Source: an optimization exercise on an open RTL-to-GDS flow (aim: small area, a short achievable clock period and few clock cycles). Production flows keep margins and buffers that such runs may drop.
RTL that was checked went through simulation tests only; none was proved equivalent to the original.
No activity file was given, so power comes from the tool's default toggle rates.

==> inputs of 03-19 <==
==> flow/design.v <==
module circle(
     input  logic       clk,
     input  logic       rst_n,
     input  logic [2:0] colour,
     input  logic [7:0] centre_x,
     input  logic [6:0] centre_y,
     input  logic [7:0] radius,
     input  logic       start,
     output logic       done,
     output logic [7:0] vga_x,
     output logic [6:0] vga_y,
     output logic [2:0] vga_colour,
     output logic       vga_plot
     );
     logic              busy;
     logic              prime;    
     logic [7:0]        ox, oy;
     logic signed [9:0] c;        
     logic [9:0]        e5;       
     logic [7:0]        rem;      
     logic [7:0]        cxr;      
     logic [6:0]        cyr;
     wire signed [9:0] cx = {2'b00, cxr};
     wire signed [9:0] cy = {3'b000, cyr};
     wire signed [9:0] sx = {2'b00, ox};
     wire signed [9:0] sy = {2'b00, oy};
     wire signed [9:0] xa = cx + sx;    
     wire signed [9:0] xb = cx - sx;    
     wire signed [9:0] xc = cx + sy;    
     wire signed [9:0] xd = cx - sy;    
     wire signed [9:0] ya = cy + sy;    
     wire signed [9:0] yb = cy - sy;    
     wire signed [9:0] yc = cy + sx;    
     wire signed [9:0] yd = cy - sx;    
     wire       dec = !c[9];             
     wire       dx  = dec & !prime;
     wire       dy  = !prime;
     function automatic le(input logic [9:0] a, input logic [9:0] b);
          logic r;
          r = 1'b1;
          for (int i = 0; i < 10; i++)
               if (i == 9) r = (a[i] & !b[i]) | (r & !(!a[i] & b[i]));
               else        r = (!a[i] & b[i]) | (r & !(a[i] & !b[i]));
          le = r;
     endfunction
     wire vxa = dx ? le(xa, 10'd160) : le(xa, 10'd159);
     wire vxb = dx ? (le(-10'd1, xb) && le(xb, 10'd158)) : (!xb[9] && le(xb, 10'd159));
     wire vxc = dy ? le(xc, 10'd158) : le(xc, 10'd159);
     wire vxd = dy ? (le(10'd1, xd) && le(xd, 10'd160)) : (!xd[9] && le(xd, 10'd159));
     wire vya = dy ? le(ya, 10'd118) : le(ya, 10'd119);
     wire vyb = dy ? (le(10'd1, yb) && le(yb, 10'd120)) : (!yb[9] && le(yb, 10'd119));
     wire vyc = dx ? le(yc, 10'd120) : le(yc, 10'd119);
     wire vyd = dx ? (le(-10'd1, yd) && le(yd, 10'd118)) : (!yd[9] && le(yd, 10'd119));
     wire       em1 = (e5 == 10'd3);        
     wire       em2 = (e5 == 10'd1);        
     wire       eneg = e5[9] || e5 < 10'd5;   
     wire       dg  = prime ? (e5 == 10'd5) : dec ? em2 : em1;
     wire       gone = !vya && yb[9] && !vxc && xd[9];
     wire       fin = !prime && ((dec ? (!eneg || em1) : !eneg) || gone);
     wire [7:0] vis = { vxc & vyd, vxa & vyb, vxd & vyd, vxb & vyb,
                        vxd & vyc, vxb & vya, vxc & vyc, vxa & vya };
     wire [7:0] dup = ({8{prime}} & 8'b1101_1000) | ({8{dg}} & 8'b1010_1010);
     wire [7:0] vis_n = vis & ~dup;
     logic [7:0] sel;
     always_comb
          for (int i = 0; i < 8; i++)
               sel[i] = rem[i] && (i == 0 || (rem & ((8'd1 << i) - 8'd1)) == 8'd0);
     wire       adv = (rem & ~sel) == 8'd0;
     logic [7:0] px;
     logic [6:0] py;
     always_comb begin
          px = 8'd0;
          py = 7'd0;
          if (sel[0] | sel[6]) px = px | xa[7:0];
          if (sel[2] | sel[4]) px = px | xb[7:0];
          if (sel[1] | sel[7]) px = px | xc[7:0];
          if (sel[3] | sel[5]) px = px | xd[7:0];
          if (sel[0] | sel[2]) py = py | ya[6:0];
          if (sel[4] | sel[6]) py = py | yb[6:0];
          if (sel[1] | sel[3]) py = py | yc[6:0];
          if (sel[5] | sel[7]) py = py | yd[6:0];
     end
     wire       stp  = busy & adv & !prime;         
     wire       load = !busy & !done & start;
     wire [7:0] oy1 = oy + 8'd1;
     wire [9:0] c_d = c + e5;                   
     wire [9:0] c_s = c + {1'b0, oy1, 1'b1};    
     wire [7:0] ox_n = ox - {7'd0, stp & dec};
     wire [7:0] oy_n = oy + {7'd0, stp};
     wire [9:0] c_n  = !stp ? c : dec ? c_d : c_s;
     wire [9:0] e_s  = e5 + {7'd0, stp & dec, stp & !dec, 1'b0};
     always_ff @(posedge clk) begin
          cxr        <= centre_x;
          cyr        <= centre_y;
          vga_colour <= colour;
          vga_x      <= px;
          vga_y      <= py;
          rem        <= !busy ? 8'd0 : adv ? vis_n : rem & ~sel;
          ox         <= load ? radius : ox_n;
          oy         <= load ? 8'd0 : oy_n;
          c          <= load ? 10'd0 - {2'b00, radius} : c_n;
          e5         <= load ? 10'd5 - {2'b00, radius, 1'b0} : e_s;
          if (!rst_n) begin
               busy     <= 1'b0;
               done     <= 1'b0;
               vga_plot <= 1'b0;
          end else begin
               vga_plot <= busy & (|rem);
               if (busy) begin
                    if (adv) begin
                         prime <= 1'b0;
                         if (fin) begin
                              busy <= 1'b0;
                              done <= 1'b1;
                         end
                    end
               end else if (done) begin
                    if (!start) done <= 1'b0;
               end else if (start) begin
                    busy  <= 1'b1;
                    prime <= 1'b1;
               end
          end
     end
endmodule
==> flow/run.sh <==
#!/bin/bash
# synth_recipe.tcl (not shown) runs the flow's synth.tcl, then flattens the netlist and writes it again
# the make line also repeats each setting of config.mk as NAME=value (left out here)
make -C /OpenROAD-flow-scripts/flow DESIGN_CONFIG=/design/flow/config.mk WORK_HOME=/design/flow/orfs CLKGATE_MAP_FILE= SYNTH_SCRIPT=/design/flow/synth_recipe.tcl finish
==> flow/config.mk <==
export PLATFORM = sky130hd
export DESIGN_NAME = circle
export DESIGN_NICKNAME = circle
export VERILOG_FILES = /design/flow/design.v
export SDC_FILE = /design/flow/constraint.sdc
export NUM_CORES = 4
export LEC_CHECK = 0
export CAP_MARGIN = 20
export CORE_MARGIN = 2
export CORE_UTILIZATION = 40
export SETUP_SLACK_MARGIN = 2.2
export SLEW_MARGIN = 20
==> flow/constraint.sdc <==
create_clock -name core_clock -period 5.0 [get_ports {clk}]
set_input_delay 1.0000 -clock core_clock [delete_from_list [all_inputs] [get_ports {clk}]]
set_output_delay 1.0000 -clock core_clock [all_outputs]
set_load 0.01 [all_outputs]
==> 08-13: changes against 03-19 <==
--- a/flow/design.v
+++ b/flow/design.v
@@ -57,4 +57,3 @@
      wire       dg  = prime ? (e5 == 10'd5) : dec ? em2 : em1;
-     wire       gone = !vya && yb[9] && !vxc && xd[9];
-     wire       fin = !prime && ((dec ? (!eneg || em1) : !eneg) || gone);
+     wire       fin = !prime && (dec ? (!eneg || em1) : !eneg);
      wire [7:0] vis = { vxc & vyd, vxa & vyb, vxd & vyd, vxb & vyb,
==> flow/flow/run.sh (new file) <==
#!/bin/bash
# The standard layout, with the ports buffered by a small plain buffer
# instead of the delay buffer that buffer_ports picks by default.
set -e
cp standard.sh standard_sh.txt
export BUFFER_PORTS_ARGS="-buffer_cell sky130_fd_sc_hd__buf_2"
bash standard.sh > standard.log 2>&1
==> flow/standard.sh (new file) <==
#!/bin/bash
# synth_recipe.tcl (not shown) runs the flow's synth.tcl, then flattens the netlist and writes it again
# the make line also repeats each setting of config.mk as NAME=value (left out here)
make -C /OpenROAD-flow-scripts/flow DESIGN_CONFIG=/design/flow/config.mk WORK_HOME=/design/flow/orfs CLKGATE_MAP_FILE= SYNTH_SCRIPT=/design/flow/synth_recipe.tcl "${@:-finish}"
ABC_AREA = 1   (was default)
CTS_BUF_LIST = sky130_fd_sc_hd__clkbuf_4 sky130_fd_sc_hd__clkbuf_8   (was default)
SETUP_SLACK_MARGIN = 2.4   (was 2.2)
TNS_END_PERCENT = 0   (was default)
removed: flow/run.sh
==> flow_summary.yaml <==
die:
  tap_cells: 229
clocking:
  cts_resized: 53
  clk_pin_slew_ns: 0.07
grt:
  grt_max_degree: 30
synth:
  syn_avg_cell_area_um2: 8.10
  seq_area_frac_synth: 0.238
worst_setup_path:
  crit_family: "compound AO/OA/AOI/OAI gates"
finish:
  buffers_excl_clock: 76
power:
  ir_drop_v: 0.000393
outcome:
  status: "timing/DRC/antenna clean"
[end of results for 03-19]
==> flow_summary.yaml <==
synth:
  seq_area_frac_synth: 0.248
  ys_async_sr_fraction: 0
  synthTopCellsByArea: "dfxtp_1, ha_1, nand2_1, inv_1, nand3_1"
  syn_avg_cell_area_um2: 6.90
clocking:
  clk_pin_slew_ns: 0.09
  cts_resized: 6
die:
  tap_cells: 225
grt:
  grt_max_degree: 33
finish:
  buffers_excl_clock: 62
worst_setup_path:
  crit_family: "simple AND/OR/NAND/NOR gates"
outcome:
  status: "timing/DRC/antenna clean"
power:
  ir_drop_v: 0.000157
[end of results for 08-13]
Testbench counts of 08-13, summed over its fixed seeds: cycles 121,943.
For 03-19, only the layout was checked, not whether the RTL still works.

## re-timing with driven ports
In the flow no input, the clock included, has a driving cell. The finished layouts below were timed again as built, in two steps.
Step 1 assumes that a clkbuf_16 drives the clock port and a buf_2 every other input.
Step 2 times the ports against the registers' clock, not the clock port: input delays grow and output delays shrink by t, the midpoint of the rising clock arrivals with the driver on.
a / b / c = ideal ports / drivers / drivers and shift; a / b = the first two.
run	t (ns)	setup WS [ns]	worst slew at a driven data input, ns
03-19	0.396	2.237 / 2.237 / 1.995	0.03
08-13	0.425	2.383 / 2.383 / 2.383	0.03
After both steps setup and hold are still met in every run listed. For 03-19, which loses most, drivers alone change the setup slack by 0.000 ns; drivers and shift together by -0.242 ns.
